Source: an optimization exercise on an open RTL-to-GDS flow (aim: small area and a short achievable clock period). Production flows keep margins and buffers that such runs may drop.
At most, simulation tests tie the RTL to the original design; equivalence was not proved.
No functional check of the RTL was part of runs 1 and 2.
Power and IR drop assume default switching activity.

==> config.mk <==
export PLATFORM = sky130hd
export DESIGN_NAME = CPU
export DESIGN_NICKNAME = CPU
export VERILOG_FILES = /design/flow/design.v
export SDC_FILE = /design/flow/constraint.sdc
export NUM_CORES = 4
export LEC_CHECK = 0
export CAP_MARGIN = 20
export CORE_MARGIN = 2
export CORE_UTILIZATION = 55
export SLEW_MARGIN = 20
==> constraint.sdc <==
create_clock -name core_clock -period 27.0 [get_ports {clk}]
set_input_delay 5.4000 -clock core_clock [delete_from_list [all_inputs] [get_ports {clk}]]
set_output_delay 5.4000 -clock core_clock [all_outputs]
set_load 0.01 [all_outputs]
==> design.v <==
module Fetch(
    input clk,
    input reset,
    input [15:0] imem_data,
    output reg [15:0] instruction
);
    always @(posedge clk or posedge reset) begin
        if (reset) instruction <= 16'b0;
        else       instruction <= imem_data;
    end
endmodule
module Stage #(parameter QW = 4) (
    input clk,
    input reset,
    input [15:0] x_in,
    input [3:0] d_in,
    input is_div_in, is_jmp_in, is_cmp_in,
    input [15:0] ra_in,                         
    input [QW-1:0] q_in,                        
    input [15:0] b3_in,                         
    output reg [15:0] x,
    output reg [3:0] d,
    output reg is_div, is_jmp, is_cmp,
    output reg [15:0] ra,
    output reg [QW-1:0] q,
    output reg [15:0] b3
);
    always @(posedge clk or posedge reset) begin
        if (reset) begin
            x <= 16'b0;
            d <= 4'b0;
            is_div <= 1'b0;
            is_jmp <= 1'b0;
            is_cmp <= 1'b0;
        end else begin
            x <= x_in;
            d <= d_in;
            is_div <= is_div_in;
            is_jmp <= is_jmp_in;
            is_cmp <= is_cmp_in;
        end
    end
    always @(posedge clk) begin
        ra <= ra_in;
        q <= q_in;
        b3 <= b3_in;
    end
endmodule
module ALU(
    input [15:0] A,
    input [15:0] B,
    input [3:0] opcode,
    input [11:0] imm,
    output reg [15:0] X,
    output [15:0] nb3
);
    wire sub = opcode[1];                       
    wire div = opcode == 4'd5;
    wire [15:0] opa = div ? B : A;
    wire [15:0] opb = div ? {B[14:0], 1'b0} : (B ^ {16{sub}});
    wire [15:0] sum = opa + opb + {15'b0, sub};
    wire [15:0] prod;
    MulLo16 mul(.a(A), .b(B), .p(prod));
    assign nb3 = ~sum;
    always @(*) begin
        case (opcode)
            4'd0, 4'd7: X = {4'b0, imm};
            4'd1, 4'd2, 4'd6: X = sum;
            4'd4: X = prod;
            4'd5: X = ~B;
            default: X = 16'b0;
        endcase
    end
endmodule
module DivStep2 #(parameter L = 15) (
    input [(L >= 15) ? 0 : 14 - L:0] rin,       
    input a,
    input [15:0] nb,
    output q,
    output [15-L:0] rout
);
    localparam W = 16 - L;
    localparam [15:0] TOP = 16'hFFFF >> L;      
    wire [W-1:0] t;
    generate if (L >= 15) begin : f
        assign t = a;
    end else begin : n
        assign t = {rin, a};
    end endgenerate
    wire [W:0] s1 = {1'b0, t} + {1'b0, nb[W-1:0]} + 1'b1;
    wire fit1 = (nb >= ~TOP);                   
    assign q = fit1 & s1[W];
    assign rout = q ? s1[W-1:0] : t;
endmodule
module DivStep4 #(parameter L = 14) (
    input [(L >= 14) ? 0 : 13 - L:0] rin,       
    input [1:0] a,
    input [15:0] nb,
    input [15:0] nb3,
    output [1:0] q,
    output [15-L:0] rout
);
    localparam W = 16 - L;
    localparam [16:0] TOP = (17'h1 << W) - 17'h1;    
    localparam [15:0] TOP1 = TOP;
    localparam [15:0] TOP2 = TOP / 2;
    localparam [15:0] TOP3 = TOP / 3;
    wire [W-1:0] t;
    generate if (L >= 14) begin : f
        assign t = a;
    end else begin : n
        assign t = {rin, a};
    end endgenerate
    wire [15:0] nb2 = {nb[14:0], 1'b1};         
    wire [W:0] s1 = {1'b0, t} + {1'b0, nb[W-1:0]} + 1'b1;
    wire [W:0] s2 = {1'b0, t} + {1'b0, nb2[W-1:0]} + 1'b1;
    wire [W:0] s3 = {1'b0, t} + {1'b0, nb3[W-1:0]} + 1'b1;
    wire fit1 = (nb >= ~TOP1);
    wire fit2 = (nb >= ~TOP2);
    wire fit3 = (nb >= ~TOP3);
    wire c1 = fit1 & s1[W];
    wire c2 = fit2 & s2[W];
    wire c3 = fit3 & s3[W];
    assign q = {c2, c1 & ~c2 | c3};
    assign rout = c3 ? s3[W-1:0] : c2 ? s2[W-1:0] : c1 ? s1[W-1:0] : t;
endmodule
module MulLo16(input [15:0] a, input [15:0] b, output [15:0] p);
    wire pp0_0 = a[0] & b[0];
    wire pp0_1 = a[1] & b[0];
    wire pp1_0 = a[0] & b[1];
    wire pp0_2 = a[2] & b[0];
    wire pp1_1 = a[1] & b[1];
    wire pp2_0 = a[0] & b[2];
    wire pp0_3 = a[3] & b[0];
    wire pp1_2 = a[2] & b[1];
    wire pp2_1 = a[1] & b[2];
    wire pp3_0 = a[0] & b[3];
    wire pp0_4 = a[4] & b[0];
    wire pp1_3 = a[3] & b[1];
    wire pp2_2 = a[2] & b[2];
    wire pp3_1 = a[1] & b[3];
    wire pp4_0 = a[0] & b[4];
    wire pp0_5 = a[5] & b[0];
    wire pp1_4 = a[4] & b[1];
    wire pp2_3 = a[3] & b[2];
    wire pp3_2 = a[2] & b[3];
    wire pp4_1 = a[1] & b[4];
    wire pp5_0 = a[0] & b[5];
    wire pp0_6 = a[6] & b[0];
    wire pp1_5 = a[5] & b[1];
    wire pp2_4 = a[4] & b[2];
    wire pp3_3 = a[3] & b[3];
    wire pp4_2 = a[2] & b[4];
    wire pp5_1 = a[1] & b[5];
    wire pp6_0 = a[0] & b[6];
    wire pp0_7 = a[7] & b[0];
    wire pp1_6 = a[6] & b[1];
    wire pp2_5 = a[5] & b[2];
    wire pp3_4 = a[4] & b[3];
    wire pp4_3 = a[3] & b[4];
    wire pp5_2 = a[2] & b[5];
    wire pp6_1 = a[1] & b[6];
    wire pp7_0 = a[0] & b[7];
    wire pp0_8 = a[8] & b[0];
    wire pp1_7 = a[7] & b[1];
    wire pp2_6 = a[6] & b[2];
    wire pp3_5 = a[5] & b[3];
    wire pp4_4 = a[4] & b[4];
    wire pp5_3 = a[3] & b[5];
    wire pp6_2 = a[2] & b[6];
    wire pp7_1 = a[1] & b[7];
    wire pp8_0 = a[0] & b[8];
    wire pp0_9 = a[9] & b[0];
    wire pp1_8 = a[8] & b[1];
    wire pp2_7 = a[7] & b[2];
    wire pp3_6 = a[6] & b[3];
    wire pp4_5 = a[5] & b[4];
    wire pp5_4 = a[4] & b[5];
    wire pp6_3 = a[3] & b[6];
    wire pp7_2 = a[2] & b[7];
    wire pp8_1 = a[1] & b[8];
    wire pp9_0 = a[0] & b[9];
    wire pp0_10 = a[10] & b[0];
    wire pp1_9 = a[9] & b[1];
    wire pp2_8 = a[8] & b[2];
    wire pp3_7 = a[7] & b[3];
    wire pp4_6 = a[6] & b[4];
    wire pp5_5 = a[5] & b[5];
    wire pp6_4 = a[4] & b[6];
    wire pp7_3 = a[3] & b[7];
    wire pp8_2 = a[2] & b[8];
    wire pp9_1 = a[1] & b[9];
    wire pp10_0 = a[0] & b[10];
    wire pp0_11 = a[11] & b[0];
    wire pp1_10 = a[10] & b[1];
    wire pp2_9 = a[9] & b[2];
    wire pp3_8 = a[8] & b[3];
    wire pp4_7 = a[7] & b[4];
    wire pp5_6 = a[6] & b[5];
    wire pp6_5 = a[5] & b[6];
    wire pp7_4 = a[4] & b[7];
    wire pp8_3 = a[3] & b[8];
    wire pp9_2 = a[2] & b[9];
    wire pp10_1 = a[1] & b[10];
    wire pp11_0 = a[0] & b[11];
    wire pp0_12 = a[12] & b[0];
    wire pp1_11 = a[11] & b[1];
    wire pp2_10 = a[10] & b[2];
    wire pp3_9 = a[9] & b[3];
    wire pp4_8 = a[8] & b[4];
    wire pp5_7 = a[7] & b[5];
    wire pp6_6 = a[6] & b[6];
    wire pp7_5 = a[5] & b[7];
    wire pp8_4 = a[4] & b[8];
    wire pp9_3 = a[3] & b[9];
    wire pp10_2 = a[2] & b[10];
    wire pp11_1 = a[1] & b[11];
    wire pp12_0 = a[0] & b[12];
    wire pp0_13 = a[13] & b[0];
    wire pp1_12 = a[12] & b[1];
    wire pp2_11 = a[11] & b[2];
    wire pp3_10 = a[10] & b[3];
    wire pp4_9 = a[9] & b[4];
    wire pp5_8 = a[8] & b[5];
    wire pp6_7 = a[7] & b[6];
    wire pp7_6 = a[6] & b[7];
    wire pp8_5 = a[5] & b[8];
    wire pp9_4 = a[4] & b[9];
    wire pp10_3 = a[3] & b[10];
    wire pp11_2 = a[2] & b[11];
    wire pp12_1 = a[1] & b[12];
    wire pp13_0 = a[0] & b[13];
    wire pp0_14 = a[14] & b[0];
    wire pp1_13 = a[13] & b[1];
    wire pp2_12 = a[12] & b[2];
    wire pp3_11 = a[11] & b[3];
    wire pp4_10 = a[10] & b[4];
    wire pp5_9 = a[9] & b[5];
    wire pp6_8 = a[8] & b[6];
    wire pp7_7 = a[7] & b[7];
    wire pp8_6 = a[6] & b[8];
    wire pp9_5 = a[5] & b[9];
    wire pp10_4 = a[4] & b[10];
    wire pp11_3 = a[3] & b[11];
    wire pp12_2 = a[2] & b[12];
    wire pp13_1 = a[1] & b[13];
    wire pp14_0 = a[0] & b[14];
    wire pp0_15 = a[15] & b[0];
    wire pp1_14 = a[14] & b[1];
    wire pp2_13 = a[13] & b[2];
    wire pp3_12 = a[12] & b[3];
    wire pp4_11 = a[11] & b[4];
    wire pp5_10 = a[10] & b[5];
    wire pp6_9 = a[9] & b[6];
    wire pp7_8 = a[8] & b[7];
    wire pp8_7 = a[7] & b[8];
    wire pp9_6 = a[6] & b[9];
    wire pp10_5 = a[5] & b[10];
    wire pp11_4 = a[4] & b[11];
    wire pp12_3 = a[3] & b[12];
    wire pp13_2 = a[2] & b[13];
    wire pp14_1 = a[1] & b[14];
    wire pp15_0 = a[0] & b[15];
    wire n1, n2;
    assign {n2, n1} = pp0_13 + pp1_12;
    wire n3, n4;
    assign {n4, n3} = pp0_14 + pp1_13 + pp2_12;
    wire n5, n6;
    assign {n6, n5} = pp3_11 + pp4_10;
    wire n7, n8;
    assign {n8, n7} = pp0_15 + pp1_14 + pp2_13;
    wire n9, n10;
    assign {n10, n9} = pp3_12 + pp4_11 + pp5_10;
    wire n11, n12;
    assign {n12, n11} = pp6_9 + pp7_8;
    wire n13, n14;
    assign {n14, n13} = pp0_9 + pp1_8;
    wire n15, n16;
    assign {n16, n15} = pp0_10 + pp1_9 + pp2_8;
    wire n17, n18;
    assign {n18, n17} = pp3_7 + pp4_6;
    wire n19, n20;
    assign {n20, n19} = pp0_11 + pp1_10 + pp2_9;
    wire n21, n22;
    assign {n22, n21} = pp3_8 + pp4_7 + pp5_6;
    wire n23, n24;
    assign {n24, n23} = pp6_5 + pp7_4;
    wire n25, n26;
    assign {n26, n25} = pp0_12 + pp1_11 + pp2_10;
    wire n27, n28;
    assign {n28, n27} = pp3_9 + pp4_8 + pp5_7;
    wire n29, n30;
    assign {n30, n29} = pp6_6 + pp7_5 + pp8_4;
    wire n31, n32;
    assign {n32, n31} = pp9_3 + pp10_2;
    wire n33, n34;
    assign {n34, n33} = pp2_11 + pp3_10 + pp4_9;
    wire n35, n36;
    assign {n36, n35} = pp5_8 + pp6_7 + pp7_6;
    wire n37, n38;
    assign {n38, n37} = pp8_5 + pp9_4 + pp10_3;
    wire n39, n40;
    assign {n40, n39} = pp11_2 + pp12_1 + pp13_0;
    wire n41, n42;
    assign {n42, n41} = pp5_9 + pp6_8 + pp7_7;
    wire n43, n44;
    assign {n44, n43} = pp8_6 + pp9_5 + pp10_4;
    wire n45, n46;
    assign {n46, n45} = pp11_3 + pp12_2 + pp13_1;
    wire n47, n48;
    assign {n48, n47} = pp14_0 + n2 + n3;
    wire n49, n50;
    assign {n50, n49} = pp8_7 + pp9_6 + pp10_5;
    wire n51, n52;
    assign {n52, n51} = pp11_4 + pp12_3 + pp13_2;
    wire n53, n54;
    assign {n54, n53} = pp14_1 + pp15_0 + n4;
    wire n55, n56;
    assign {n56, n55} = n6 + n7 + n9;
    wire n57, n58;
    assign {n58, n57} = pp0_6 + pp1_5;
    wire n59, n60;
    assign {n60, n59} = pp0_7 + pp1_6 + pp2_5;
    wire n61, n62;
    assign {n62, n61} = pp3_4 + pp4_3;
    wire n63, n64;
    assign {n64, n63} = pp0_8 + pp1_7 + pp2_6;
    wire n65, n66;
    assign {n66, n65} = pp3_5 + pp4_4 + pp5_3;
    wire n67, n68;
    assign {n68, n67} = pp6_2 + pp7_1;
    wire n69, n70;
    assign {n70, n69} = pp2_7 + pp3_6 + pp4_5;
    wire n71, n72;
    assign {n72, n71} = pp5_4 + pp6_3 + pp7_2;
    wire n73, n74;
    assign {n74, n73} = pp8_1 + pp9_0 + n13;
    wire n75, n76;
    assign {n76, n75} = pp5_5 + pp6_4 + pp7_3;
    wire n77, n78;
    assign {n78, n77} = pp8_2 + pp9_1 + pp10_0;
    wire n79, n80;
    assign {n80, n79} = n14 + n15 + n17;
    wire n81, n82;
    assign {n82, n81} = pp8_3 + pp9_2 + pp10_1;
    wire n83, n84;
    assign {n84, n83} = pp11_0 + n16 + n18;
    wire n85, n86;
    assign {n86, n85} = n19 + n21 + n23;
    wire n87, n88;
    assign {n88, n87} = pp11_1 + pp12_0 + n20;
    wire n89, n90;
    assign {n90, n89} = n22 + n24 + n25;
    wire n91, n92;
    assign {n92, n91} = n27 + n29 + n31;
    wire n93, n94;
    assign {n94, n93} = n1 + n26 + n28;
    wire n95, n96;
    assign {n96, n95} = n30 + n32 + n33;
    wire n97, n98;
    assign {n98, n97} = n35 + n37 + n39;
    wire n99, n100;
    assign {n100, n99} = n5 + n34 + n36;
    wire n101, n102;
    assign {n102, n101} = n38 + n40 + n41;
    wire n103, n104;
    assign {n104, n103} = n43 + n45 + n47;
    wire n105, n106;
    assign {n106, n105} = n11 + n42 + n44;
    wire n107, n108;
    assign {n108, n107} = n46 + n48 + n49;
    wire n109, n110;
    assign {n110, n109} = n51 + n53 + n55;
    wire n111, n112;
    assign {n112, n111} = pp0_4 + pp1_3;
    wire n113, n114;
    assign {n114, n113} = pp0_5 + pp1_4 + pp2_3;
    wire n115, n116;
    assign {n116, n115} = pp3_2 + pp4_1;
    wire n117, n118;
    assign {n118, n117} = pp2_4 + pp3_3 + pp4_2;
    wire n119, n120;
    assign {n120, n119} = pp5_1 + pp6_0 + n57;
    wire n121, n122;
    assign {n122, n121} = pp5_2 + pp6_1 + pp7_0;
    wire n123, n124;
    assign {n124, n123} = n58 + n59 + n61;
    wire n125, n126;
    assign {n126, n125} = pp8_0 + n60 + n62;
    wire n127, n128;
    assign {n128, n127} = n63 + n65 + n67;
    wire n129, n130;
    assign {n130, n129} = n64 + n66 + n68;
    wire n131, n132;
    assign {n132, n131} = n69 + n71 + n73;
    wire n133, n134;
    assign {n134, n133} = n70 + n72 + n74;
    wire n135, n136;
    assign {n136, n135} = n75 + n77 + n79;
    wire n137, n138;
    assign {n138, n137} = n76 + n78 + n80;
    wire n139, n140;
    assign {n140, n139} = n81 + n83 + n85;
    wire n141, n142;
    assign {n142, n141} = n82 + n84 + n86;
    wire n143, n144;
    assign {n144, n143} = n87 + n89 + n91;
    wire n145, n146;
    assign {n146, n145} = n88 + n90 + n92;
    wire n147, n148;
    assign {n148, n147} = n93 + n95 + n97;
    wire n149, n150;
    assign {n150, n149} = n94 + n96 + n98;
    wire n151, n152;
    assign {n152, n151} = n99 + n101 + n103;
    wire n153, n154;
    assign {n154, n153} = n100 + n102 + n104;
    wire n155, n156;
    assign {n156, n155} = n105 + n107 + n109;
    wire n157, n158;
    assign {n158, n157} = pp0_3 + pp1_2;
    wire n159, n160;
    assign {n160, n159} = pp2_2 + pp3_1 + pp4_0;
    wire n161, n162;
    assign {n162, n161} = pp5_0 + n112 + n113;
    wire n163, n164;
    assign {n164, n163} = n114 + n116 + n117;
    wire n165, n166;
    assign {n166, n165} = n118 + n120 + n121;
    wire n167, n168;
    assign {n168, n167} = n122 + n124 + n125;
    wire n169, n170;
    assign {n170, n169} = n126 + n128 + n129;
    wire n171, n172;
    assign {n172, n171} = n130 + n132 + n133;
    wire n173, n174;
    assign {n174, n173} = n134 + n136 + n137;
    wire n175, n176;
    assign {n176, n175} = n138 + n140 + n141;
    wire n177, n178;
    assign {n178, n177} = n142 + n144 + n145;
    wire n179, n180;
    assign {n180, n179} = n146 + n148 + n149;
    wire n181, n182;
    assign {n182, n181} = n150 + n152 + n153;
    wire n183, n184;
    assign {n184, n183} = pp0_2 + pp1_1;
    wire n185, n186;
    assign {n186, n185} = pp2_1 + pp3_0 + n157;
    wire n187, n188;
    assign {n188, n187} = n111 + n158 + n159;
    wire n189, n190;
    assign {n190, n189} = n115 + n160 + n161;
    wire n191, n192;
    assign {n192, n191} = n119 + n162 + n163;
    wire n193, n194;
    assign {n194, n193} = n123 + n164 + n165;
    wire n195, n196;
    assign {n196, n195} = n127 + n166 + n167;
    wire n197, n198;
    assign {n198, n197} = n131 + n168 + n169;
    wire n199, n200;
    assign {n200, n199} = n135 + n170 + n171;
    wire n201, n202;
    assign {n202, n201} = n139 + n172 + n173;
    wire n203, n204;
    assign {n204, n203} = n143 + n174 + n175;
    wire n205, n206;
    assign {n206, n205} = n147 + n176 + n177;
    wire n207, n208;
    assign {n208, n207} = n151 + n178 + n179;
    wire n209, n210;
    assign {n210, n209} = n155 + n180 + n181;
    wire [15:0] s0 = {n208, n206, n204, n202, n200, n198, n196, n194, n192, n190, n188, n186, n184, pp2_0, pp0_1, pp0_0};
    wire [15:0] s1 = {n209, n207, n205, n203, n201, n199, n197, n195, n193, n191, n189, n187, n185, n183, pp1_0, 1'b0};
    assign p = s0 + s1;
endmodule
module Execute(
    input is_div,
    input [15:0] x,                     
    input [15:0] ra,
    input [15:0] b3,                    
    input [15:5] qhi,
    output [15:0] result
);
    wire [11:0] s3_0_r;
    wire s3_0_q;
    DivStep2 #(.L(4)) s3_0(.rin(ra[15:5]), .a(ra[4]), .nb(x), .q(s3_0_q), .rout(s3_0_r));
    wire [13:0] s3_1_r;
    wire [1:0] s3_1_q;
    DivStep4 #(.L(2)) s3_1(.rin(s3_0_r), .a(ra[3:2]), .nb(x), .nb3(b3), .q(s3_1_q), .rout(s3_1_r));
    wire [15:0] s3_2_r;
    wire [1:0] s3_2_q;
    DivStep4 #(.L(0)) s3_2(.rin(s3_1_r), .a(ra[1:0]), .nb(x), .nb3(b3), .q(s3_2_q), .rout(s3_2_r));
    assign result = is_div ? {qhi, s3_0_q, s3_1_q, s3_2_q} : x;
endmodule
module RegisterFile(
    input clk,
    input reset,
    input write_enable,                 
    input [3:0] write_addr,
    input [15:0] write_data,
    input exec_we,                      
    input [3:0] exec_addr,
    input [3:0] next_read_addr1,
    input [3:0] next_read_addr2,
    output [15:0] read_data1,
    output [15:0] read_data2
);
    reg [15:0] registers [0:12];
    reg [12:0] valid;
    reg [12:0] sel1, sel2;
    reg fwd1, fwd2;
    wire [12:0] wsel;
    wire [12:0] valid_next = valid | wsel;
    wire fwd1_next = exec_we && (exec_addr == next_read_addr1) && (next_read_addr1 < 4'd13);
    wire fwd2_next = exec_we && (exec_addr == next_read_addr2) && (next_read_addr2 < 4'd13);
    wire [12:0] readable = valid_next & ~(Decode13(exec_addr) & {13{exec_we}});
    genvar i;
    generate
        for (i = 0; i < 13; i = i + 1) begin : g_reg
            assign wsel[i] = write_enable && (write_addr == i);
            always @(posedge clk)
                if (wsel[i]) registers[i] <= write_data;
        end
    endgenerate
    always @(posedge clk or posedge reset) begin
        if (reset) valid <= 13'b0;
        else       valid <= valid_next;
    end
    always @(posedge clk) begin
        sel1 <= Decode13(next_read_addr1) & readable;
        sel2 <= Decode13(next_read_addr2) & readable;
        fwd1 <= fwd1_next;
        fwd2 <= fwd2_next;
    end
    function [12:0] Decode13(input [3:0] a);
        integer k;
        begin
            for (k = 0; k < 13; k = k + 1)
                Decode13[k] = (a == k);
        end
    endfunction
    RegRead rd1(.s(sel1), .f(fwd1), .fdata(write_data),
                .r0(registers[0]), .r1(registers[1]), .r2(registers[2]), .r3(registers[3]),
                .r4(registers[4]), .r5(registers[5]), .r6(registers[6]), .r7(registers[7]),
                .r8(registers[8]), .r9(registers[9]), .r10(registers[10]), .r11(registers[11]),
                .r12(registers[12]), .data(read_data1));
    RegRead rd2(.s(sel2), .f(fwd2), .fdata(write_data),
                .r0(registers[0]), .r1(registers[1]), .r2(registers[2]), .r3(registers[3]),
                .r4(registers[4]), .r5(registers[5]), .r6(registers[6]), .r7(registers[7]),
                .r8(registers[8]), .r9(registers[9]), .r10(registers[10]), .r11(registers[11]),
                .r12(registers[12]), .data(read_data2));
endmodule
module RegRead(
    input [12:0] s,
    input f,
    input [15:0] fdata,
    input [15:0] r0, r1, r2, r3, r4, r5, r6, r7, r8, r9, r10, r11, r12,
    output [15:0] data
);
    assign data = ({16{s[0]}}  & r0)  | ({16{s[1]}}  & r1)  | ({16{s[2]}}  & r2)  |
                  ({16{s[3]}}  & r3)  | ({16{s[4]}}  & r4)  | ({16{s[5]}}  & r5)  |
                  ({16{s[6]}}  & r6)  | ({16{s[7]}}  & r7)  | ({16{s[8]}}  & r8)  |
                  ({16{s[9]}}  & r9)  | ({16{s[10]}} & r10) | ({16{s[11]}} & r11) |
                  ({16{s[12]}} & r12) | ({16{f}} & fdata);
endmodule
module CPU(
    input clk,
    input reset,
    output [15:0] imem_addr,
    input [15:0] imem_data,
    output rf_we,
    output [3:0] rf_waddr,
    output [15:0] rf_wdata,
    output flag_n,
    output flag_z
);
    reg [15:0] pc;
    wire [15:0] ir;
    wire [15:0] A, B, X;
    wire [15:0] nB = ~B;
    wire [15:0] nb3;                    
    wire [5:0] nb3_lo = ~(B[5:0] + {B[4:0], 1'b0});    
    wire [15:0] x_d, x_e, ra_d, ra_e, result;
    wire [3:0] d_d, d_e;
    wire is_div_d, is_jmp_d, is_cmp_d, is_div_e, is_jmp_e, is_cmp_e;
    wire [5:0] q_d;
    wire [10:0] q_e;
    wire [15:0] b3_d, b3_e;
    reg [15:0] result_reg;              
    reg [15:0] result_wb;               
    reg [3:0] write_addr_wb;
    reg write_enable;
    reg N_reg, Z_reg;
    assign imem_addr = pc;
    assign rf_we = write_enable;
    assign rf_waddr = write_addr_wb;
    assign rf_wdata = result_reg;
    assign flag_n = N_reg;
    assign flag_z = Z_reg;
    Fetch fetch(.clk(clk), .reset(reset), .imem_data(imem_data), .instruction(ir));
    RegisterFile rf(.clk(clk), .reset(reset), .write_enable(write_enable),
                    .write_addr(write_addr_wb), .write_data(result_wb),
                    .exec_we(~is_jmp_e), .exec_addr(d_e),
                    .next_read_addr1(imem_data[11:8]), .next_read_addr2(imem_data[7:4]),
                    .read_data1(A), .read_data2(B));
    ALU alu(.A(A), .B(B), .opcode(ir[15:12]), .imm(ir[11:0]), .X(X), .nb3(nb3));
    wire [1:0] s1_0_r;
    wire [1:0] s1_0_q;
    DivStep4 #(.L(14)) s1_0(.rin(1'b0), .a(A[15:14]), .nb(nB), .nb3({10'b0, nb3_lo}), .q(s1_0_q), .rout(s1_0_r));
    wire [3:0] s1_1_r;
    wire [1:0] s1_1_q;
    DivStep4 #(.L(12)) s1_1(.rin(s1_0_r), .a(A[13:12]), .nb(nB), .nb3({10'b0, nb3_lo}), .q(s1_1_q), .rout(s1_1_r));
    wire [5:0] s1_2_r;
    wire [1:0] s1_2_q;
    DivStep4 #(.L(10)) s1_2(.rin(s1_1_r), .a(A[11:10]), .nb(nB), .nb3({10'b0, nb3_lo}), .q(s1_2_q), .rout(s1_2_r));
    Stage #(.QW(6)) sd(.clk(clk), .reset(reset), .x_in(X), .d_in(ir[3:0]),
        .is_div_in(ir[15:12] == 4'd5), .is_jmp_in(ir[15:12] == 4'd7), .is_cmp_in(ir[15:12] == 4'd6),
        .ra_in({s1_2_r, A[9:0]}), .q_in({s1_0_q, s1_1_q, s1_2_q}), .b3_in(nb3),
        .x(x_d), .d(d_d), .is_div(is_div_d), .is_jmp(is_jmp_d), .is_cmp(is_cmp_d),
        .ra(ra_d), .q(q_d), .b3(b3_d));
    wire [7:0] s2_0_r;
    wire [1:0] s2_0_q;
    DivStep4 #(.L(8)) s2_0(.rin(ra_d[15:10]), .a(ra_d[9:8]), .nb(x_d), .nb3(b3_d), .q(s2_0_q), .rout(s2_0_r));
    wire [9:0] s2_1_r;
    wire [1:0] s2_1_q;
    DivStep4 #(.L(6)) s2_1(.rin(s2_0_r), .a(ra_d[7:6]), .nb(x_d), .nb3(b3_d), .q(s2_1_q), .rout(s2_1_r));
    wire [10:0] s2_2_r;
    wire s2_2_q;
    DivStep2 #(.L(5)) s2_2(.rin(s2_1_r), .a(ra_d[5]), .nb(x_d), .q(s2_2_q), .rout(s2_2_r));
    Stage #(.QW(11)) se(.clk(clk), .reset(reset), .x_in(x_d), .d_in(d_d),
        .is_div_in(is_div_d), .is_jmp_in(is_jmp_d), .is_cmp_in(is_cmp_d),
        .ra_in({s2_2_r, ra_d[4:0]}), .q_in({q_d, s2_0_q, s2_1_q, s2_2_q}), .b3_in(b3_d),
        .x(x_e), .d(d_e), .is_div(is_div_e), .is_jmp(is_jmp_e), .is_cmp(is_cmp_e),
        .ra(ra_e), .q(q_e), .b3(b3_e));
    Execute execute(.is_div(is_div_e), .x(x_e), .ra(ra_e), .b3(b3_e), .qhi(q_e), .result(result));
    always @(posedge clk or posedge reset) begin
        if (reset) begin
            result_reg <= 16'b0;
            write_addr_wb <= 4'b0;
            write_enable <= 1'b0;
            N_reg <= 1'b0;
            Z_reg <= 1'b0;
            pc <= 16'b0;
        end else begin
            result_reg <= result;
            write_addr_wb <= d_e;
            write_enable <= ~is_jmp_e;
            if (is_cmp_e) begin
                N_reg <= x_e[15];
                Z_reg <= x_e == 16'b0;
            end
            pc <= is_jmp_e ? x_e : pc + 16'd1;
        end
    end
    always @(posedge clk)
        result_wb <= result;
endmodule
==> flow/run.sh <==
#!/bin/bash
# Layout flow: the standard flow (standard synthesis included, unchanged),
# with two changes to how the layout is made:
#  - the timing repair is asked for more setup slack than the constraint
#    needs (flow/setup_margin.txt, ns), so that it sizes and buffers the
#    critical paths towards a shorter period;
#  - clock tree synthesis gets the arguments in flow/cts_args.txt.
# The clock period and constraints are the standard flow's own (constraint.sdc).
set -euo pipefail
MARGIN=$(cat flow/setup_margin.txt)
CTS=$(cat flow/cts_args.txt)
bash standard.sh SETUP_SLACK_MARGIN="$MARGIN" CTS_ARGS="$CTS" finish > standard_flow.log 2>&1
==> flow/cts_args.txt <==
-sink_clustering_enable -repair_clock_nets -dont_use_dummy_load -sink_clustering_size 24 -sink_clustering_max_diameter 90
==> flow/setup_margin.txt <==
19.8
==> standard.sh <==
#!/bin/bash
# synth_recipe.tcl (not shown) runs the flow's synth.tcl, then flattens the netlist and writes it again
# the make line also repeats each setting of config.mk as NAME=value (left out here)
make -C /OpenROAD-flow-scripts/flow DESIGN_CONFIG=/design/flow/config.mk WORK_HOME=/design/flow/orfs CLKGATE_MAP_FILE= SYNTH_SCRIPT=/design/flow/synth_recipe.tcl "${@:-finish}"
==> results.py, run 1 <==
metrics = {
    "synthesis": {
        "avgSynthCellArea_um2": 10.16,
        "ys_seq_area_share_pct": 40.17,
        "synth.most_common_cell": "ha_1",
        "synthesis.area_um2": 28880,
        "synth_top_area_share_pct": 21.63,
        "ys_seq_elements": 447,
        "synth_top_cells_by_count": "ha_1 (252), nand2_1 (242), edfxtp_1 (208)",
        "synth_top_cell_by_area": "edfxtp_1",
        "synthArstFlopShare_pct": 25.50,
        "synthFlopType": "edfxtp_1",
        "synth_area_leaders": "edfxtp_1 (22%), ha_1 (11%), dfrtp_1 (9.9%)",
        "synth_nets": 3215,
        "syn_inst": 2844,
        "synth_cell_types": 79,
        "ys_warn_count": 8,
        "synth_edf_count": 208,
    },
    "die": {
        "start_util_pct": 55.96,
        "die_h_um": 233.2,
        "dieArea_um2": 54360,
        "die_w_um": 233.2,
        "num_rows": 83,
        "core_um2": 51610,
        "pin_count": 57,
    },
    "layout": {
        "antenna_cells": 0,
        "area_growth_pct": 9.969,
        "regMostFlops": "rf.registers",
        "seq_area_um2": 11610,
        "multi_input_area_um2": 16540,
        "largest_register_ffs": 208,
        "n_fill_cell": 4306,
        "drive_gt1_share_pct": 10.94,
        "nets": 3298,
    },
    "grt": {
        "grt_max_degree": 62,
        "grt-busiest-layer": "met2",
        "grt_usage_pct": 35.49,
        "grt_pass1_wl_um": 143300,
        "met1_usage_pct": 46.89,
        "grt-ovfl-total": 0,
        "antenna_found_initial": 5,
        "gr-usage-met2_pct": 56.98,
        "grt_pass1_vias": 23100,
        "grtUsageMet3_pct": 5.933,
    },
    "route": {
        "drt_pass1_iterations": 6,
        "post_drt_wl_per_cell_um": 27.08,
        "remaining_drc_errors": 0,
        "drt_iter0_drc": 2561,
        "ant_nets": 0,
        "vias_per_cell": 6.556,
        "drt-total-wl_um": 97610,
        "vias": 23640,
    },
    "sta": {
        "fmax_mhz": 140.3,
        "skew_ps": 112.3,
        "slew_headroom_pct": 18.00,
        "min_period_ps": 7130,
        "setup_slack_ps": 19870,
        "rsz0062_at_grt": "no",
        "setup_viol": 0,
        "maxSlewViolCount": 0,
        "period_share_pct": 26.41,
        "hold_viol_final": 0,
        "tightestPinTransition_ps": 1221,
        "fin_tns_setup_ps": 0,
    },
    "clocking": {
        "tritoncts": "done",
        "cts_buffer_depth": 3,
        "root_buffer": "clkbuf_16",
        "clock_latency_ps": 610,
        "htreeDepth": 1,
        "cts-hold-fix-buffers": 0,
        "cts-buffers-inserted": 24,
        "clk_pin_slew_ps": 90,
        "clock_sinks": 447,
    },
    "placement": {
        "io_buffers": 56,
        "dp_hpwl_um": 67750,
        "globalplace.congestion": 0.9744,
        "dp_worst_setup_slack_ps": 18960,
    },
    "setup_path": {
        "critPathRequiredTime_ps": 21600,
        "critPathCaptureType": "output pin",
        "cp-start-kind": "flop",
        "critPathTopFamily": "buffers and inverters",
        "arrival_ps": 1730,
        "cp_slowest_cell": "clkdlybuf4s50_1",
        "cp_num_buf_inv": 1,
        "critPathKind": "reg2out",
        "crit_path_cell_trace": "clkdlybuf4s50_1",
        "timing.critical_path.fanout_max": 9,
        "slowest_delay_ps": 610,
    },
    "job": {
        "cap_violations": 0,
    },
    "pwr": {
        "power_density_nw_per_um2": 78.00,
        "leakage_uw": 0.01279,
        "max-vdd-ir-drop_mv": 0.06356,
    },
    "min_path": {
        "hold_path.class": "reg2reg",
    },
    "outcome": {
        "status": "complete, no violations",
    },
}
[report_power, final]
part / internal, uW / switching [uW]
Clock: 158 / 208
Sequential: 813 / 128
Combinational: 494 / 676
[timing repair]
| action | 4_1_cts | 5_1_grt |
|---|---|---|
| setup buffers | 6 | 43 |
| gates cloned | 2 | 3 |
| gates resized for setup | 29 | 68 |
| pin swaps | 6 | 23 |
| endpoints found under the setup margin | 22 | 26 |
[cell families (layout without fill, tap and decap cells)]
logic type | after synthesis | after routing | synth area share (%)
mux | 67 | 67 | 2.469
buf+inv | 292 | 370 | 4.016
compound gates | 767 | 770 | 17.94
fa+ha+maj | 353 | 353 | 17.92
flops | 447 | 447 | 40.17
simple gates | 755 | 755 | 12.50
xor+xnor | 163 | 163 | 4.991
[metal layers]
layer,wire length (um),vias up
met5,32,-
met4,4977,4
met3,8709,302
met2,44680,1232
met1,39210,11590
li1,-,10510
[area by class of cell]
class / instances / share of cell area [%]
Multi-Input combinational cell: 2108 / 52.08
Tap cell: 680 / 2.679
Timing Repair Buffer: 181 / 4.771
Clock buffer: 24 / 1.891
Inverter: 165 / 2.013
Sequential cell: 447 / 36.57
[path summary, 6_finish.rpt]
check | start | endpoint | slack (ps) | depth (start not counted)
setup reg to reg | se.x[0] | result_reg[0] | 19960 | 31
hold / removal | sd.b3[14] | se.b3[14] | 300 | 0
max in group asynchronous | reset | se.is_div | 20170 | 4
setup / recovery | pc[2] | imem_addr[2] | 19870 | 1
hold reg to reg | sd.b3[14] | se.b3[14] | 300 | 0
min in group asynchronous | reset | pc[8] | 5400 | 3
[stage by stage]
step | power, uW | util (%) | std cells | hold slack, ps | instance area, um2
CTS | 2428 | 60.32 | 3559 | 298.8 | 31130
global placement | 2035 | 58.87 | 3527 | 313.3 | 30380
finish | 2477 | 61.54 | 3605 | 296.1 | 31760
floorplan | 1683 | - | 2844 | 309.6 | 28890
global route | 2625 | 61.54 | 3605 | 298.7 | 31760
detailed placement | 2056 | 58.88 | 3527 | 312.1 | 30390
[cell usage in the layout, fill, tap and decap left out, types with 34 or more instances in the layout]
| cell type | count |
|---|---|
| a21o_1 | 39 |
| a21oi_1 | 124 |
| a22oi_1 | 203 |
| buf_4 | 119 |
| clkdlybuf4s50_1 | 56 |
| dfrtp_1 | 108 |
| dfxtp_1 | 120 |
| edfxtp_1 | 208 |
| fa_1 | 99 |
| ha_1 | 248 |
| inv_1 | 153 |
| nand2_1 | 241 |
| nand3_1 | 61 |
| nor2_1 | 157 |
| nor3_1 | 60 |
| o21a_1 | 34 |
| o21ai_0 | 144 |
| xnor2_1 | 93 |
| xor2_1 | 69 |
==> run 2: changes to the inputs <==
==> flow/setup_margin.txt (replaced) <==
20.45
==> results.py, run 2 <==
metrics = {
    "synthesis": {
        "synth_top_cell_by_area": "edfxtp_1",
        "syn_inst": 2844,
        "synthFlopType": "edfxtp_1",
        "ys_seq_elements": 447,
        "synthArstFlopShare_pct": 25.50,
        "synth_cell_types": 79,
        "ys_warn_count": 8,
        "synth_area_leaders": "edfxtp_1 (22%), ha_1 (11%), dfrtp_1 (9.9%)",
        "synth_top_cells_by_count": "ha_1 (252), nand2_1 (242), edfxtp_1 (208)",
        "ys_seq_area_share_pct": 40.17,
        "avgSynthCellArea_um2": 10.16,
        "synth_nets": 3215,
        "synth.most_common_cell": "ha_1",
        "synth_top_area_share_pct": 21.63,
        "synthesis.area_um2": 28880,
        "synth_edf_count": 208,
    },
    "sta": {
        "skew_ps": 128.2,
        "maxSlewViolCount": 0,
        "rsz0062_at_grt": "yes",
        "setup_viol": 0,
        "hold_viol_final": 0,
        "fin_tns_setup_ps": 0,
        "fmax_mhz": 150.6,
        "period_share_pct": 24.59,
        "slew_headroom_pct": 30.47,
        "min_period_ps": 6640,
        "tightestPinTransition_ps": 1043,
    },
    "grt": {
        "antenna_found_initial": 4,
        "grt-ovfl-total": 0,
        "grt_max_degree": 61,
        "grt_pass1_wl_um": 147800,
        "grt_usage_pct": 36.58,
        "grt_pass1_vias": 23870,
    },
    "placement": {
        "dpl_cell_area_um2": 30430,
        "dp_hpwl_um": 68570,
        "globalplace.congestion": 0.9577,
        "io_buffers": 56,
    },
    "layout": {
        "regMostFlops": "rf.registers",
        "drive_gt1_share_pct": 18.78,
        "fin_area_um2": 33340,
        "final_common_cell": "nand2_1",
        "nets": 3398,
        "area_growth_pct": 15.42,
        "layout_common_cells": "nand2_1 (237), ha_1 (230), edfxtp_1 (208)",
        "largest_register_ffs": 208,
    },
    "clocking": {
        "tritoncts": "done",
        "cts_buffer_depth": 3,
        "clk_pin_slew_ps": 100,
        "htreeDepth": 1,
        "root_buffer": "clkbuf_16",
        "clock_latency_ps": 630,
        "cts-hold-fix-buffers": 0,
        "cts-buffers-inserted": 25,
        "clock_sinks": 447,
    },
    "setup_path": {
        "reg2regPathDepth": 30,
        "crit_path_cell_trace": "buf_6",
        "cp_num_buf_inv": 1,
        "cp-start-kind": "flop",
        "timing.critical_path.fanout_max": 2,
        "cp_slowest_cell": "dfrtp_2",
        "r2r-end": "result_reg[0]",
        "critPathCaptureType": "output pin",
        "critPathTopFamily": "flip-flops",
        "ff2ff_setup_slack_ps": 20430,
        "critPathRequiredTime_ps": 21600,
        "arrival_ps": 1240,
        "slowest_delay_ps": 470,
        "reg2reg_from": "se.x[0]",
        "critPathKind": "reg2out",
    },
    "die": {
        "core_um2": 51610,
        "start_util_pct": 55.96,
        "die_w_um": 233.2,
        "die_h_um": 233.2,
        "num_rows": 83,
        "dieArea_um2": 54360,
        "pin_count": 57,
    },
    "min_path": {
        "hp-start": "sd.b3[11]",
        "hold_path.class": "reg2reg",
        "min_to": "se.b3[11]",
        "worstHoldPathCells": 0,
    },
    "route": {
        "post_drt_wl_per_cell_um": 27.31,
        "ant_nets": 0,
        "drt_pass1_iterations": 7,
        "vias": 24460,
        "vias_per_cell": 6.596,
        "drt_iter0_drc": 2661,
        "remaining_drc_errors": 0,
        "drt-total-wl_um": 101300,
    },
    "pwr": {
        "power_density_nw_per_um2": 77.87,
        "leakage_uw": 0.01348,
        "max-vdd-ir-drop_mv": 0.07352,
    },
    "outcome": {
        "status": "complete, no violations",
    },
    "job": {
        "cap_violations": 0,
    },
}
[run 2: cell counts after synthesis]
No cell type changed its count.
[run 2: logic make-up (layout without fill, tap and decap cells)]
group	count (synthesis)	in the layout	synth area share, %
xor gates and xnor gates	163	163	4.991
adders and majority gates	353	353	17.92
and+or+nand+nor	755	755	12.50
DFF	447	447	40.17
AOI/OAI and AO/OA	767	770	17.94
muxes	67	67	2.469
buffers and inverters	292	470	4.016
other	0	3	0
[run 2: report_power, final]
group / total, uW / internal, uW / switching, uW / leakage, uW
Combinational: 1280 / 556 / 723 / 0.00882
Sequential: 938 / 813 / 124 / 0.00436
Clock: 380 / 164 / 215 / 0.000308
[run 2: cell type report]
cell class,instances,area [um2]
antenna,3,7.507
clock buffer,25,625.6
fill,4181,18280
inverter,165,671.9
multi-input combinational,2108,17300
sequential,447,11660
tap,680,850.8
timing repair buffer,280,2221
[run 2: timing repair]
| action | in CTS | in global routing |
|---|---|---|
| resized for setup | 279 | 165 |
| endpoints found under the setup margin | 125 | 115 |
| buffers inserted | 80 | 72 |
| gates cloned | 6 | 1 |
| pin swaps | 39 | 75 |
[run 2: metrics by stage]
stage          utilization (%)  setup WS (ps)  hold WS (ps)  std cells  power, uW
3_5_place_dp             58.96          18670         312.1       3521       2054
4_1_cts                  61.91          20340         282.8       3632       2482
2_1_floorplan                -          20210         309.6       2844       1689
3_3_place_gp             58.95          18730         316.0       3521       2026
6_report                 64.59          20360         280.5       3708       2596
5_1_grt                  64.57          20240         274.9       3705       2745
[run 2: layer usage]
metal  routed length [um]  track usage (%)
met2                46190            58.67
met3                 9634            6.409
met5                   31                0
met1                39570            47.99
met4                 5848            17.85
[run 2: worst max-delay path by stage]
stage	from	to	slack (ps)	depth (start not counted)
floorplan	reset	N_reg	20210	1
CTS	pc[0]	imem_addr[0]	20340	1
detailed placement	se.x[1]	result_reg[0]	18670	26
global route	se.ra[4]	result_reg[0]	20240	32
global placement	se.x[1]	result_reg[0]	18730	26
finish	pc[0]	imem_addr[0]	20360	1
==> run 3: changes to the inputs <==
--- a/design.v
+++ b/design.v
@@ -517,3 +517,2 @@
     wire fwd2_next = exec_we && (exec_addr == next_read_addr2) && (next_read_addr2 < 4'd13);
-    wire [12:0] readable = valid_next & ~(Decode13(exec_addr) & {13{exec_we}});
     genvar i;
@@ -531,4 +530,4 @@
     always @(posedge clk) begin
-        sel1 <= Decode13(next_read_addr1) & readable;
-        sel2 <= Decode13(next_read_addr2) & readable;
+        sel1 <= Decode13(next_read_addr1) & valid_next & {13{~fwd1_next}};
+        sel2 <= Decode13(next_read_addr2) & valid_next & {13{~fwd2_next}};
         fwd1 <= fwd1_next;
==> flow/setup_margin.txt (replaced) <==
19.8
--- a/config.mk
+++ b/config.mk
@@ -9,3 +9,3 @@
 export CORE_MARGIN = 2
-export CORE_UTILIZATION = 55
+export CORE_UTILIZATION = 65
 export SLEW_MARGIN = 20
==> results.py, run 3 <==
metrics = {
    "outcome": {
        "status": "complete, no violations",
    },
    "sta": {
        "period_share_pct": 26.62,
        "hold_viol_final": 0,
        "min_period_ps": 7186,
        "setup_slack_ps": 19810,
        "rsz0062_at_grt": "yes",
        "fmax_mhz": 139.2,
        "tightestPinTransition_ps": 1148,
        "holdWs_ps": 313.6,
        "setup_viol": 0,
        "maxSlewViolCount": 0,
        "slew_headroom_pct": 22.85,
        "fin_tns_setup_ps": 0,
        "skew_ps": 96.26,
    },
    "die": {
        "start_util_pct": 65.59,
        "dieArea_um2": 46230,
        "pin_count": 57,
        "core_um2": 44120,
        "num_rows": 77,
        "die_w_um": 215.0,
        "die_h_um": 215.0,
    },
    "grt": {
        "grt_usage_pct": 39.96,
        "antenna_found_initial": 8,
        "grt_max_degree": 76,
        "grt_pass1_vias": 23590,
        "grt-ovfl-total": 0,
        "grt_pass1_wl_um": 139500,
    },
    "route": {
        "drt_iter0_drc": 2862,
        "vias": 24220,
        "remaining_drc_errors": 0,
        "post_drt_wl_per_cell_um": 26.92,
        "drt-total-wl_um": 94610,
        "vias_per_cell": 6.890,
        "ant_nets": 0,
        "drt_pass1_iterations": 7,
    },
    "synthesis": {
        "syn_inst": 2863,
        "synthesis.area_um2": 28940,
        "synth_top_cell_by_area": "edfxtp_1",
        "synth_edf_count": 208,
        "synth.most_common_cell": "nand2_1",
        "synth_top_area_share_pct": 21.58,
        "synth_cell_types": 89,
        "ys_seq_area_share_pct": 40.09,
        "synth_nets": 3234,
        "ys_seq_elements": 447,
        "avgSynthCellArea_um2": 10.11,
        "synth_area_leaders": "edfxtp_1 (22%), ha_1 (11%), dfrtp_1 (9.9%)",
        "synthArstFlopShare_pct": 25.50,
        "synth_top_cells_by_count": "nand2_1 (260), ha_1 (252), a22oi_1 (211)",
        "synthFlopType": "edfxtp_1",
        "ys_warn_count": 8,
    },
    "pwr": {
        "p_sw_uw": 1051,
        "leakage_uw": 0.01280,
        "total_power_uw": 2530,
        "power_density_nw_per_um2": 80.44,
        "p_int_uw": 1479,
        "power_frac_seq_pct": 37.3,
        "max-vdd-ir-drop_mv": 0.05707,
        "pwr-share-comb_pct": 47.8,
        "swShare_pct": 41.53,
        "clkPwrFrac_pct": 14.9,
    },
    "min_path": {
        "min_to": "se.ra[2]",
        "worstHoldPathCells": 0,
        "hold_path.class": "reg2reg",
        "hp-start": "sd.ra[2]",
    },
    "layout": {
        "nets": 3295,
        "n_fill_cell": 3334,
        "drive_gt1_share_pct": 9.514,
        "largest_register_ffs": 208,
        "area_growth_pct": 8.677,
        "fin_util_pct": 71.28,
        "layout_common_cells": "nand2_1 (259), ha_1 (251), a22oi_1 (211)",
        "regMostFlops": "rf.registers",
        "final_common_cell": "nand2_1",
    },
    "clocking": {
        "htreeDepth": 1,
        "cts-buffers-inserted": 25,
        "clock_sinks": 447,
        "clock_latency_ps": 610,
        "cts_buffer_depth": 3,
        "clk_pin_slew_ps": 90,
        "tritoncts": "done",
        "root_buffer": "clkbuf_16",
    },
    "placement": {
        "globalplace.congestion": 0.9735,
        "dp_hpwl_um": 65050,
        "dp_worst_setup_slack_ps": 18730,
        "io_buffers": 56,
    },
    "setup_path": {
        "cp_slowest_cell": "clkdlybuf4s50_1",
        "critPathTopFamily": "buffers and inverters",
        "cp-start-kind": "flop",
        "timing.critical_path.fanout_max": 5,
        "critPathKind": "reg2out",
        "arrival_ps": 1790,
        "crit_path_cell_trace": "clkdlybuf4s50_1",
        "slowest_delay_ps": 620,
        "cp_num_buf_inv": 1,
        "critPathCaptureType": "output pin",
        "reg2regPathDepth": 19,
        "reg2reg_from": "rf.sel1[0]",
        "ff2ff_setup_slack_ps": 19910,
        "critPathRequiredTime_ps": 21600,
        "r2r-end": "sd.x[15]",
    },
    "job": {
        "cap_violations": 0,
    },
}
run 3: final cells by class:
cell class                      count  area, um2  area share (%)
Tap cell                          592      740.7           2.355
Clock buffer                       25      625.6           1.989
Sequential cell                   447      11610           36.91
Timing Repair Buffer              149       1266           4.026
Multi-Input combinational cell   2119      16490           52.43
Antenna cell                        1      2.502        0.007956
Inverter                          182      716.9           2.280
run 3: what timing repair did:
| action | 4_1_cts | 5_1_grt |
|---|---|---|
| buffers inserted | 4 | 19 |
| setup endpoints to repair | 23 | 26 |
| hold buffers | 0 | 0 |
| gates resized for setup | 35 | 66 |
| pin swaps | 2 | 7 |
| cloned | 0 | 2 |
run 3: metal layers:
layer,up-vias,routed length (um),track usage [%]
met5,-,92,0
met1,11660,35630,52.33
met3,395,10610,8.351
met2,1672,42520,62.33
li1,10480,-,-
met4,14,5755,22.39
run 3: logic make-up (layout without fill, tap and decap cells):
| group | after synthesis | after routing | synth area share (%) |
|---|---|---|---|
| buf+inv | 299 | 356 | 4.263 |
| other cells | 0 | 1 | 0 |
| fa+ha+maj | 353 | 353 | 17.88 |
| flops | 447 | 447 | 40.09 |
| mux | 55 | 55 | 2.036 |
| compound gates | 775 | 776 | 17.99 |
| simple gates | 772 | 773 | 12.79 |
| xor+xnor | 162 | 162 | 4.950 |
run 3: metrics by stage:
step | instances | area (um2)
after floorplan | 2863 | 28940
after global placement | 3464 | 30280
after detailed placement | 3464 | 30280
after CTS | 3493 | 31020
after global routing | 3514 | 31450
final | 3515 | 31450
run 3: power groups by stage:
stage          logic, uW  clock network (uW)  registers, uW
6_report            1210                 377            943
5_1_grt             1320                 398            948
4_1_cts             1140                 376            938
3_5_place_dp        1130                   0            951
3_3_place_gp        1100                   0            949
2_1_floorplan        817                   0            894
run 3: how the worst max path moves through the flow:
stage	start	end	slack, ps	cells after the start
6_report	write_addr_wb[3]	rf_waddr[3]	19810	1
2_1_floorplan	sd.x[1]	se.ra[8]	19980	36
3_5_place_dp	sd.x[1]	se.ra[11]	18730	30
5_1_grt	rf.sel2[7]	sd.ra[11]	19740	27
3_3_place_gp	se.x[1]	result_reg[0]	18990	28
4_1_cts	sd.x[0]	se.ra[15]	19810	34
==> run 4: changes to the inputs <==
==> flow/setup_margin.txt (replaced) <==
20.2
--- a/config.mk
+++ b/config.mk
@@ -9,3 +9,3 @@
 export CORE_MARGIN = 2
-export CORE_UTILIZATION = 65
+export CORE_UTILIZATION = 55
 export SLEW_MARGIN = 20
==> results.py, run 4 <==
metrics = {
    "synthesis": {
        "synthFlopType": "edfxtp_1",
        "ys_seq_area_share_pct": 40.09,
        "ys_warn_count": 8,
        "synth_area_leaders": "edfxtp_1 (22%), ha_1 (11%), dfrtp_1 (9.9%)",
        "syn_inst": 2863,
        "synth_top_family_by_area": "compound AO/OA/AOI/OAI gates",
        "synth.most_common_cell": "nand2_1",
        "synth_edf_count": 208,
        "synthesis.area_um2": 28940,
        "synth_cell_types": 89,
        "synth_top_cell_by_area": "edfxtp_1",
        "synth_compound_area_share_pct": 17.99,
        "synth_nets": 3234,
        "synth-simple-area-share_pct": 12.79,
        "synthMuxAreaShare_pct": 2.036,
        "avgSynthCellArea_um2": 10.11,
        "synth_top_cells_by_count": "nand2_1 (260), ha_1 (252), a22oi_1 (211)",
        "synth_fa_ha_area_share_pct": 17.88,
        "synthXorXnorAreaFrac_pct": 4.950,
        "synthArstFlopShare_pct": 25.50,
        "synth_top_area_share_pct": 21.58,
        "ys_seq_elements": 447,
    },
    "die": {
        "dieArea_um2": 54470,
        "die_w_um": 233.4,
        "pin_count": 57,
        "core_um2": 52340,
        "num_rows": 84,
        "start_util_pct": 55.29,
        "die_h_um": 233.4,
    },
    "sta": {
        "skew_ps": 99.12,
        "period_share_pct": 25.05,
        "fin_tns_setup_ps": 0,
        "setup_slack_ps": 20240,
        "min_period_ps": 6763,
        "rsz0062_at_grt": "yes",
        "slew_headroom_pct": 21.82,
        "fmax_mhz": 147.9,
        "hold_viol_final": 0,
        "tightestPinTransition_ps": 1166,
        "setup_viol": 0,
        "maxSlewViolCount": 0,
    },
    "setup_path": {
        "reg2reg_from": "rf.sel2[6]",
        "r2r-end": "sd.ra[14]",
        "reg2regPathDepth": 31,
        "critPathKind": "in2reg",
        "critPathCaptureType": "flop",
        "ff2ff_setup_slack_ps": 20400,
        "critPathRequiredTime_ps": 27470,
        "cp-start-kind": "primary input",
        "timing.critical_path.fanout_max": 10,
        "arrival_ps": 7230,
    },
    "layout": {
        "area_growth_pct": 10.97,
        "regMostFlops": "rf.registers",
        "n_fill_cell": 4364,
        "final_common_cell": "nand2_1",
        "layout_common_cells": "nand2_1 (258), ha_1 (249), a22oi_1 (209)",
        "largest_register_ffs": 208,
        "nets": 3326,
        "fin_area_um2": 32120,
        "drive_gt1_share_pct": 12.36,
    },
    "route": {
        "post_drt_wl_per_cell_um": 27.44,
        "top_layer": "met5",
        "vias_per_cell": 6.553,
        "ant_nets": 0,
        "remaining_drc_errors": 0,
        "drt_pass1_iterations": 9,
        "dr_wl_met3_um": 9785,
        "drt-total-wl_um": 99980,
        "dr_wl_met2_um": 45160,
        "drt_iter0_drc": 2680,
        "vias": 23870,
        "met1Wirelength_um": 39330,
    },
    "clocking": {
        "cts-hold-fix-buffers": 0,
        "root_buffer": "clkbuf_16",
        "clock_latency_ps": 630,
        "cts_buffer_depth": 3,
        "htreeDepth": 1,
        "cts-buffers-inserted": 26,
        "clk_pin_slew_ps": 100,
        "tritoncts": "done",
        "clock_sinks": 447,
    },
    "pwr": {
        "leakage_uw": 0.01318,
        "max-vdd-ir-drop_mv": 0.07132,
        "power_density_nw_per_um2": 79.83,
    },
    "placement": {
        "io_buffers": 56,
        "globalplace.congestion": 0.9522,
        "dp_hpwl_um": 68000,
        "dpl_cell_area_um2": 30400,
        "dp_worst_setup_slack_ps": 18560,
    },
    "grt": {
        "antenna_found_initial": 4,
        "grt-ovfl-total": 0,
        "grt_max_degree": 79,
        "grt_pass1_wl_um": 144200,
        "grt_pass1_vias": 22960,
        "grt_usage_pct": 35.99,
    },
    "outcome": {
        "status": "complete, no violations",
    },
    "job": {
        "cap_violations": 0,
    },
    "min_path": {
        "min_to": "se.q[7]",
        "worstHoldPathCells": 0,
        "hold_path.class": "reg2reg",
        "hp-start": "sd.q[2]",
    },
}
==> run 4: cells by family (layout without fill, tap and decap cells) <==
family	Yosys count	in the layout
buffers and inverters	299	385
and+or+nand+nor	772	772
other	0	2
xor gates and xnor gates	162	162
AOI/OAI and AO/OA	775	779
DFF	447	447
muxes	55	55
adders and majority gates	353	353
==> run 4: power by group <==
| group | switching, uW | total (uW) | internal (uW) | leakage [uW] |
|---|---|---|---|---|
| Combinational | 727 | 1230 | 506 | 0.00851 |
| Sequential | 126 | 941 | 815 | 0.00435 |
| Clock | 220 | 390 | 170 | 0.000320 |
==> run 4: routing by layer <==
metal,up-vias,track usage [%]
met2,1307,56.72
met4,6,17.86
met3,318,6.812
li1,10550,-
met5,-,0
met1,11690,47.66
==> run 4: final cells by class <==
class	count	area, um2	share of cell area, %
antenna	2	5.005	0.01558
clock buffer	26	650.6	2.026
inverter	182	720.7	2.244
multi-input combinational	2121	16800	52.31
sequential	447	11620	36.19
tap	688	860.8	2.680
timing repair buffer	177	1455	4.531
==> run 4: worst max-delay path by stage <==
stage | from | endpoint | slack (ps)
final | imem_data[9] | rf.sel1[4] | 20240
after global routing | sd.x[0] | se.ra[15] | 20120
after CTS | result_reg[9] | rf_wdata[9] | 20200
after detailed placement | se.x[1] | result_reg[0] | 18560
after global placement | se.x[1] | result_reg[0] | 18820
after floorplan | sd.x[1] | se.ra[8] | 20200
==> run 4: per-stage QoR <==
step	hold slack (ps)	util [%]	power, uW	cells
6_report	309.3	61.36	2564	3643
5_1_grt	317.7	61.35	2711	3641
4_1_cts	323.8	60.16	2503	3609
3_5_place_dp	312.1	58.09	2095	3558
3_3_place_gp	312.8	58.09	2074	3558
2_1_floorplan	309.6	-	1711	2863
==> run 4: repair_timing <==
item | CTS | global route
setup endpoints to repair | 151 | 83
setup buffers | 24 | 29
gates resized for setup | 134 | 96
pin swaps | 11 | 27
gates cloned | 1 | 3
==> run 4: critical path, cell delays in order <==
cell             delay [ps]
clkdlybuf4s15_1         530
o21ai_0                 150
nand3_1                 110
o21ai_0                  80
and4_1                  270
nand2b_1                180
or2_2                   350
nor4_1                  160
==> run 5: changes to the inputs <==
==> flow/setup_margin.txt (replaced) <==
20.7
==> results.py, run 5 <==
metrics = {
    "route": {
        "remaining_drc_errors": 0,
        "vias": 24790,
        "vias_per_cell": 6.574,
        "drt-total-wl_um": 104900,
        "post_drt_wl_per_cell_um": 27.81,
        "drt_iter0_drc": 2903,
        "drt_pass1_iterations": 7,
        "ant_nets": 0,
    },
    "clocking": {
        "root_buffer": "clkbuf_16",
        "clock_sinks": 447,
        "cts_buffer_depth": 3,
        "clk_pin_slew_ps": 100,
        "cts-hold-fix-buffers": 0,
        "htreeDepth": 1,
        "clock_latency_ps": 620,
        "cts-buffers-inserted": 26,
        "tritoncts": "done",
    },
    "job": {
        "cap_violations": 0,
    },
    "setup_path": {
        "ff2ff_setup_slack_ps": 20680,
        "slowest_delay_ps": 460,
        "critPathTopFamily": "flip-flops",
        "critPathCaptureType": "output pin",
        "arrival_ps": 1230,
        "critPathKind": "reg2out",
        "cp_slowest_cell": "dfrtp_2",
        "cp-start-kind": "flop",
        "timing.critical_path.fanout_max": 4,
        "crit_path_cell_trace": "buf_6",
        "cp_num_buf_inv": 1,
        "critPathRequiredTime_ps": 21600,
    },
    "sta": {
        "slew_headroom_pct": 20.35,
        "period_share_pct": 24.54,
        "fin_tns_setup_ps": 0,
        "maxSlewViolCount": 0,
        "setup_viol": 0,
        "rsz0062_at_grt": "yes",
        "min_period_ps": 6627,
        "skew_ps": 90.39,
        "hold_viol_final": 0,
        "tightestPinTransition_ps": 1195,
        "setup_slack_ps": 20370,
        "fmax_mhz": 150.9,
    },
    "synthesis": {
        "synthArstFlopShare_pct": 25.50,
        "avgSynthCellArea_um2": 10.11,
        "synth_edf_count": 208,
        "ys_warn_count": 8,
        "syn_inst": 2863,
        "synth_nets": 3234,
        "synth_cell_types": 89,
        "synth.most_common_cell": "nand2_1",
        "synth_compound_area_share_pct": 17.99,
        "synth_top_area_share_pct": 21.58,
        "synth_area_leaders": "edfxtp_1 (22%), ha_1 (11%), dfrtp_1 (9.9%)",
        "ys_seq_area_share_pct": 40.09,
        "synthMuxAreaShare_pct": 2.036,
        "synth-simple-area-share_pct": 12.79,
        "synth_top_family_by_area": "compound AO/OA/AOI/OAI gates",
        "synth_fa_ha_area_share_pct": 17.88,
        "synth_top_cell_by_area": "edfxtp_1",
        "synthXorXnorAreaFrac_pct": 4.950,
        "ys_seq_elements": 447,
        "synthFlopType": "edfxtp_1",
        "synth_top_cells_by_count": "nand2_1 (260), ha_1 (252), a22oi_1 (211)",
        "synthesis.area_um2": 28940,
    },
    "layout": {
        "n_fill_cell": 4113,
        "drive_gt1_share_pct": 22.18,
        "final_common_cell": "nand2_1",
        "area_growth_pct": 18.38,
        "nets": 3453,
        "regMostFlops": "rf.registers",
        "layout_common_cells": "nand2_1 (255), ha_1 (228), buf_4 (211)",
        "largest_register_ffs": 208,
    },
    "die": {
        "die_w_um": 233.4,
        "num_rows": 84,
        "die_h_um": 233.4,
        "dieArea_um2": 54470,
        "core_um2": 52340,
        "start_util_pct": 55.29,
        "pin_count": 57,
    },
    "placement": {
        "globalplace.congestion": 0.9167,
        "dp_hpwl_um": 69230,
        "io_buffers": 56,
        "dp_worst_setup_slack_ps": 18570,
    },
    "grt": {
        "grt_pass1_wl_um": 148200,
        "grt_usage_pct": 36.98,
        "antenna_found_initial": 5,
        "grt_pass1_vias": 23760,
        "grt-ovfl-total": 0,
        "grt_max_degree": 74,
    },
    "outcome": {
        "status": "complete, no violations",
    },
    "pwr": {
        "max-vdd-ir-drop_mv": 0.05490,
        "power_density_nw_per_um2": 79.81,
        "leakage_uw": 0.01393,
        "total_power_uw": 2734,
    },
    "min_path": {
        "hold_path.class": "reg2reg",
    },
}
## run 5: logic make-up after synthesis
family	count (synthesis)
AOI/OAI and AO/OA	775
and+or+nand+nor	772
DFF	447
adders and majority gates	353
buffers and inverters	299
xor gates and xnor gates	162
muxes	55
## run 5: power breakdown
part	internal, uW	switching (uW)	leakage, uW
Combinational	598	804	0.00926
Clock	170	220	0.000320
Sequential	816	126	0.00435
Total	1580	1150	0.0139
## run 5: final timing paths
path,startpoint,endpoint,depth (start not counted)
max in group asynchronous,reset,se.is_cmp,3
min in group asynchronous,reset,rf.valid[11],2
worst min-delay path,sd.q[1],se.q[6],0
worst max register to register,sd.x[0],se.ra[6],32
worst max-delay path,write_addr_wb[0],rf_waddr[0],1
worst min register to register,sd.q[1],se.q[6],0
## run 5: what timing repair did
action | CTS | global route
endpoints found under the hold margin | 0 | 0
pin swaps | 56 | 123
resized for setup | 396 | 255
buffers inserted | 97 | 74
endpoints found under the setup margin | 168 | 79
gates cloned | 7 | 4
## run 5: routing by layer
layer	wire length, um	share of wire [%]	vias up	global-route usage (%)
li1	-	-	10820	-
met1	40430	39	12050	49.30
met2	47250	45	1541	58.86
met3	11380	11	370	6.750
met4	5763	5.5	6	16.67
met5	33	0.031	-	0
## run 5: cell type report
type	count	area, um2	area share, %
multi-input cells	2124	17920	52.30
flip-flops and latches	447	11640	33.98
repair buffers	299	2421	7.067
well taps	688	860.8	2.513
inverters	182	747.0	2.180
clock buffers	26	650.6	1.899
repair inverters	2	12.51	0.03652
diodes	3	7.507	0.02191
## run 5: per-stage QoR
stage	util (%)	cell area [um2]	std cells	hold slack, ps
global placement	58.18	30450	3560	312.8
global route	65.44	34250	3768	307.2
floorplan	-	29040	2863	309.6
CTS	62.06	32480	3690	327.4
detailed placement	58.18	30450	3560	318.2
finish	65.45	34260	3771	317.5
==> run 6: changes to the inputs <==
==> flow/setup_margin.txt (replaced) <==
19.8
==> results.py, run 6 <==
metrics = {
    "synthesis": {
        "synth_nets": 3234,
        "synth_top_area_share_pct": 21.58,
        "ys_warn_count": 8,
        "synth.most_common_cell": "nand2_1",
        "ys_seq_elements": 447,
        "syn_inst": 2863,
        "avgSynthCellArea_um2": 10.11,
        "ys_seq_area_share_pct": 40.09,
        "synth_area_leaders": "edfxtp_1 (22%), ha_1 (11%), dfrtp_1 (9.9%)",
        "synth_top_cell_by_area": "edfxtp_1",
        "synthesis.area_um2": 28940,
        "synth_cell_types": 89,
        "synth_top_cells_by_count": "nand2_1 (260), ha_1 (252), a22oi_1 (211)",
        "synth_edf_count": 208,
        "synthArstFlopShare_pct": 25.50,
        "synthFlopType": "edfxtp_1",
    },
    "layout": {
        "nets": 3290,
        "finalNonFillerCells": 3605,
        "largest_register_ffs": 208,
        "area_growth_pct": 8.980,
        "fin_util_pct": 60.26,
        "seq_area_um2": 11620,
        "multi_input_area_um2": 16470,
        "n_fill_cell": 4405,
        "antenna_cells": 0,
        "drive_gt1_share_pct": 9.427,
        "regMostFlops": "rf.registers",
        "layout_common_cells": "nand2_1 (259), ha_1 (252), a22oi_1 (211)",
        "final_common_cell": "nand2_1",
    },
    "setup_path": {
        "cp_slowest_cell": "clkdlybuf4s50_1",
        "cp_num_buf_inv": 1,
        "slowest_delay_ps": 600,
        "reg2regPathDepth": 30,
        "critPathRequiredTime_ps": 21600,
        "cp.depth": 1,
        "timing.critical_path.fanout_max": 9,
        "arrival_ps": 1680,
        "cp-start-kind": "flop",
        "critPathCaptureType": "output pin",
        "critPathTopFamily": "buffers and inverters",
        "critPathKind": "reg2out",
        "crit_path_cell_trace": "clkdlybuf4s50_1",
    },
    "die": {
        "pin_count": 57,
        "die_w_um": 233.4,
        "num_rows": 84,
        "start_util_pct": 55.29,
        "dieArea_um2": 54470,
        "die_h_um": 233.4,
        "core_um2": 52340,
    },
    "sta": {
        "slew_headroom_pct": 32.60,
        "rsz0062_at_grt": "yes",
        "skew_ps": 58.69,
        "tightestPinTransition_ps": 1011,
        "min_period_ps": 7085,
        "fin_tns_setup_ps": 0,
        "setup_viol": 0,
        "period_share_pct": 26.24,
        "fmax_mhz": 141.2,
        "maxSlewViolCount": 0,
        "setup_slack_ps": 19920,
        "hold_viol_final": 0,
    },
    "route": {
        "vias_per_cell": 6.516,
        "vias": 23490,
        "drt-total-wl_um": 97970,
        "ant_nets": 0,
        "drt_pass1_iterations": 7,
        "post_drt_wl_per_cell_um": 27.18,
        "remaining_drc_errors": 0,
        "drt_iter0_drc": 2845,
    },
    "placement": {
        "dp.cells": 3556,
        "globalplace.congestion": 0.9388,
        "io_buffers": 56,
        "dp_hpwl_um": 68480,
        "dp_worst_setup_slack_ps": 18770,
    },
    "clocking": {
        "clk_pin_slew_ps": 90,
        "cts-hold-fix-buffers": 0,
        "cts-buffers-inserted": 25,
        "root_buffer": "clkbuf_16",
        "clock_latency_ps": 590,
        "htreeDepth": 1,
        "tritoncts": "done",
        "cts_buffer_depth": 3,
        "clock_sinks": 447,
    },
    "pwr": {
        "max-vdd-ir-drop_mv": 0.07683,
        "power_density_nw_per_um2": 79.65,
        "leakage_uw": 0.01279,
        "total_power_uw": 2512,
    },
    "min_path": {
        "worstHoldPathCells": 0,
        "hold_path.class": "reg2reg",
    },
    "outcome": {
        "status": "complete, no violations",
    },
    "grt": {
        "grt_pass1_wl_um": 143600,
        "grt_pass1_vias": 22800,
        "antenna_found_initial": 3,
        "grt_usage_pct": 35.69,
        "grt_max_degree": 77,
        "grt-ovfl-total": 0,
    },
    "job": {
        "cap_violations": 0,
    },
}
-- run 6: cell count changes in the layout (fill, tap and decap cells not counted), moves of 24 or more --
cell / change
a21oi_1: +29
buf_2: -29
buf_4: -126
buf_6: -33
clkdlybuf4s50_1: +47
ha_1: +24
o21ai_0: +28
-- run 6: worst paths after layout --
path,start,endpoint,slack [ps]
min in group asynchronous,reset,rf.valid[7],5360
max,pc[2],imem_addr[2],19920
max reg2reg,sd.x[0],se.ra[15],20190
max in group asynchronous,reset,se.x[0],20400
min,sd.q[2],se.q[7],310
min reg2reg,sd.q[2],se.q[7],310
-- run 6: power by group --
part	leakage, uW	switching [uW]	internal (uW)
logic	0.00813	697	496
clock network	0.000308	209	164
registers	0.00436	130	815
-- run 6: layer usage --
layer  global-route usage (%)  vias to the layer above  part of all wire (%)
met1                    48.99                    11360                    40
met5                        0                        -                 0.015
met2                    55.90                     1358                    45
met4                    16.12                        2                   5.2
li1                         -                    10480                     -
met3                    5.615                      286                   9.7
-- run 6: timing repair --
item | 4_1_cts | 5_1_grt
setup buffers | 7 | 16
pin swaps | 2 | 10
resized for setup | 41 | 61
hold endpoints to repair | 0 | 0
setup endpoints to repair | 24 | 31
gates cloned | 0 | 1
-- run 6: final cells by class --
cell class / count / area share, %
Clock buffer: 25 / 1.984
Multi-Input combinational cell: 2118 / 52.23
Tap cell: 688 / 2.729
Inverter: 182 / 2.269
Timing Repair Buffer: 145 / 3.955
Sequential cell: 447 / 36.83
-- run 6: through the flow --
stage | hold slack (ps) | instance area (um2)
3_5_place_dp | 313.6 | 30410
3_3_place_gp | 314.1 | 30380
5_1_grt | 308.3 | 31540
2_1_floorplan | 309.6 | 28940
4_1_cts | 313.8 | 31190
6_report | 313.6 | 31540
-- run 6: logic make-up after synthesis --
group | Yosys count | share of synthesized area, %
simple gates | 772 | 12.79
xor+xnor | 162 | 4.950
mux | 55 | 2.036
flops | 447 | 40.09
compound gates | 775 | 17.99
fa+ha+maj | 353 | 17.88
buf+inv | 299 | 4.263

Check on run 6: ideal ports give 19.915 ns setup slack; a clkbuf_16 on the clock port and buf_2 on the inputs give 19.853 ns; moving port delays by the midpoint clock arrival (0.619 ns) as well gives 19.258 ns.
